This is an optimization exercise on Yosys and OpenROAD, whose aim is small area, not a production implementation.
The RTL was checked by simulation tests, not by an equivalence proof against the original design.

## v42
// acdma_top
module acdma_top (
  input  logic         clk,
  input  logic         rst,
  input  logic [127:0] data_in,
  output logic [127:0] decoded_out
);
For scale: ~1200 cells after synthesis, ~300 flip-flops, ~260 I/O pins, roughly 15000 sq um of cells after synthesis.
export LEC_CHECK = 0
export CAP_MARGIN = 20
export CORE_MARGIN = 2
export CORE_UTILIZATION = 30
export PLACE_DENSITY = 0.5
export SLEW_MARGIN = 20
export SYNTH_HIERARCHICAL = 1
export SYNTH_MINIMUM_KEEP_SIZE = 0
create_clock -name core_clock -period 4.0 [get_ports {clk}]
standard.sh (not shown) runs the stock make flow with config.mk's settings and CLKGATE_MAP_FILE= SYNTH_SCRIPT=/design/flow/synth_recipe.tcl, a recipe that flattens the netlist after the stock synthesis.
==> flow/flow/run.sh <==
#!/bin/bash
# The standard layout, with the smallest buffer on every input and output port
# instead of the flow's default choice, and clock tree synthesis without dummy
# loads and with smaller clock buffers.  make's output goes to flow_make.log.
set -euo pipefail
export BUFFER_PORTS_ARGS="-buffer_cell sky130_fd_sc_hd__buf_1"
export CTS_ARGS="-sink_clustering_enable -repair_clock_nets -dont_use_dummy_load -buf_list {sky130_fd_sc_hd__clkbuf_8 sky130_fd_sc_hd__clkbuf_16} -sink_clustering_size 30 -sink_clustering_max_diameter 100"
bash standard.sh > flow_make.log 2>&1
diff inputs: v42 => v22
Settings: CORE_UTILIZATION now 60, was 30; PLACE_DENSITY now 0.9, was 0.5.
[summary]
Diff v42 -> v22: data required time of the critical path saw an increase, vertical die dimension decreased 66 microns.
The inputs of v57 differ from those of v22 as listed below.
Settings: a change of CORE_UTILIZATION from 60 to 70; a change of PLACE_DENSITY from 0.9 to 0.8.
--- a/flow/flow/run.sh
+++ b/flow/flow/run.sh
@@ -5,4 +5,4 @@
 set -euo pipefail
 export BUFFER_PORTS_ARGS="-buffer_cell sky130_fd_sc_hd__buf_1"
-export CTS_ARGS="-sink_clustering_enable -repair_clock_nets -dont_use_dummy_load -buf_list {sky130_fd_sc_hd__clkbuf_8 sky130_fd_sc_hd__clkbuf_16} -sink_clustering_size 30 -sink_clustering_max_diameter 100"
+export CTS_ARGS="-sink_clustering_enable -repair_clock_nets -dont_use_dummy_load -buf_list {sky130_fd_sc_hd__clkbuf_8} -sink_clustering_size 20 -sink_clustering_max_diameter 60"
 bash standard.sh > flow_make.log 2>&1
### Flow results
- The largest fanout on the critical path of v57 falls short of that of v22 by 38.
- Summary of v57 over v22: worst-case clock skew shows an increase of 0.041 ns, maximum frequency shows no meaningful change.
- Run comparison: v57 end point of the critical path a0[3]; v22 end point of the critical path ring[4][11]
Edits applied to the flow inputs when going from v57 to v11:
Settings: PLACE_DENSITY changed from 0.8 to 0.7.
Findings:
- In the reports for v57 and v11, the smaller depth of the worst register-to-register path belongs to v57.
- The capture point of the critical path comes out a0[6] in one run and a0[3] in the other, namely in v11 and v57 respectively.
- Status: multi-input logic area parity (v11, v57)
- Diff v57 -> v11: number of non-clock buffers now smaller, aggregate routed wire length now smaller, ratio of cells with drive above 1 in the final layout comparable, sequential cell area comparable.
- The final area of v11 and that of v57 are within noise of each other.
- On sequential share of cell area, v57 and v11 are neck and neck.
- From v11 to v57, complex-gate fraction of the synthesized area did not move at all.


## 01-04
Starting RTL as in the previous note.
==> flow/config.mk <==
export PLATFORM = sky130hd
export DESIGN_NAME = acdma_top
export DESIGN_NICKNAME = acdma_top
export VERILOG_FILES = /design/flow/design.v
export SDC_FILE = /design/flow/constraint.sdc
export NUM_CORES = 4
export LEC_CHECK = 0
export CAP_MARGIN = 20
export CORE_MARGIN = 2
export CORE_UTILIZATION = 40
export PLACE_DENSITY = 0.6
export SLEW_MARGIN = 20
export SYNTH_HIERARCHICAL = 1
export SYNTH_MINIMUM_KEEP_SIZE = 0
==> flow/constraint.sdc <==
create_clock -name core_clock -period 4.0 [get_ports {clk}]
set_input_delay 0.8000 -clock core_clock [delete_from_list [all_inputs] [get_ports {clk}]]
set_output_delay 0.8000 -clock core_clock [all_outputs]
set_load 0.01 [all_outputs]
==> flow/flow/run.sh <==
#!/bin/bash
# The standard layout, with the smallest buffer on every input and output port
# instead of the flow's default choice, and clock tree synthesis without dummy
# loads and with smaller clock buffers.  make's output goes to flow_make.log.
set -euo pipefail
export BUFFER_PORTS_ARGS="-buffer_cell sky130_fd_sc_hd__buf_1"
export CTS_ARGS="-sink_clustering_enable -repair_clock_nets -dont_use_dummy_load -buf_list {sky130_fd_sc_hd__clkbuf_8 sky130_fd_sc_hd__clkbuf_16} -sink_clustering_size 30 -sink_clustering_max_diameter 100"
bash standard.sh > flow_make.log 2>&1
01-04: no failed stages, no open violations at the end
Edits applied to the flow inputs when going from 01-04 to 07-24:
- a change of CORE_UTILIZATION from 40 to 70
- a change of PLACE_DENSITY from 0.6 to 0.9
==> flow/flow/run.sh <==
#!/bin/bash
# The standard layout, with the smallest buffer on every input and output port
# instead of the flow's default choice, and clock tree synthesis without dummy
# loads and with smaller clock buffers.  make's output goes to flow_make.log.
set -euo pipefail
export BUFFER_PORTS_ARGS="-buffer_cell sky130_fd_sc_hd__buf_1"
export CTS_ARGS="-sink_clustering_enable -repair_clock_nets -dont_use_dummy_load -buf_list {sky130_fd_sc_hd__clkbuf_8} -sink_clustering_size 20 -sink_clustering_max_diameter 60"
bash standard.sh > flow_make.log 2>&1
--- outcome ---
07-24 completed; timing, DRC and antenna clean. On global-route wire length before repair: 07-24 sits below 01-04. On number of nets in the final layout, the lower figure sits with 07-24, not 01-04.

[separate check: timing with driven ports]
Ports are ideal in the flow. The routed layouts listed here were re-timed in OpenROAD.
Step 1 assumes that a clkbuf_16 drives the clock port and a buf_2 every other input.
Step 2 adds t to the input delays and takes it off the output delays; t is the mean of the earliest and latest rising clock arrival at the registers after step 1. Input paths then give back, and output paths get back, about the clock's delay inside the block.
Slacks: no drivers / after step 1 / after step 2; pairs: no drivers / after step 1.
run	t (ns)	slack for setup (ns)	slew at the worst register clock pin (ns)
v42	0.525	0.159 / 0.159 / 0.159	0.11 / 0.11
v22	0.525	0.134 / 0.134 / 0.134	0.11 / 0.11
v57	0.538	0.143 / 0.143 / 0.143	0.12 / 0.12
v11	0.554	0.151 / 0.151 / 0.151	0.12 / 0.12
01-04	0.525	0.186 / 0.186 / 0.186	0.11 / 0.11
07-24	0.566	0.078 / 0.078 / 0.078	0.12 / 0.12
After both steps every run listed still meets setup and hold.
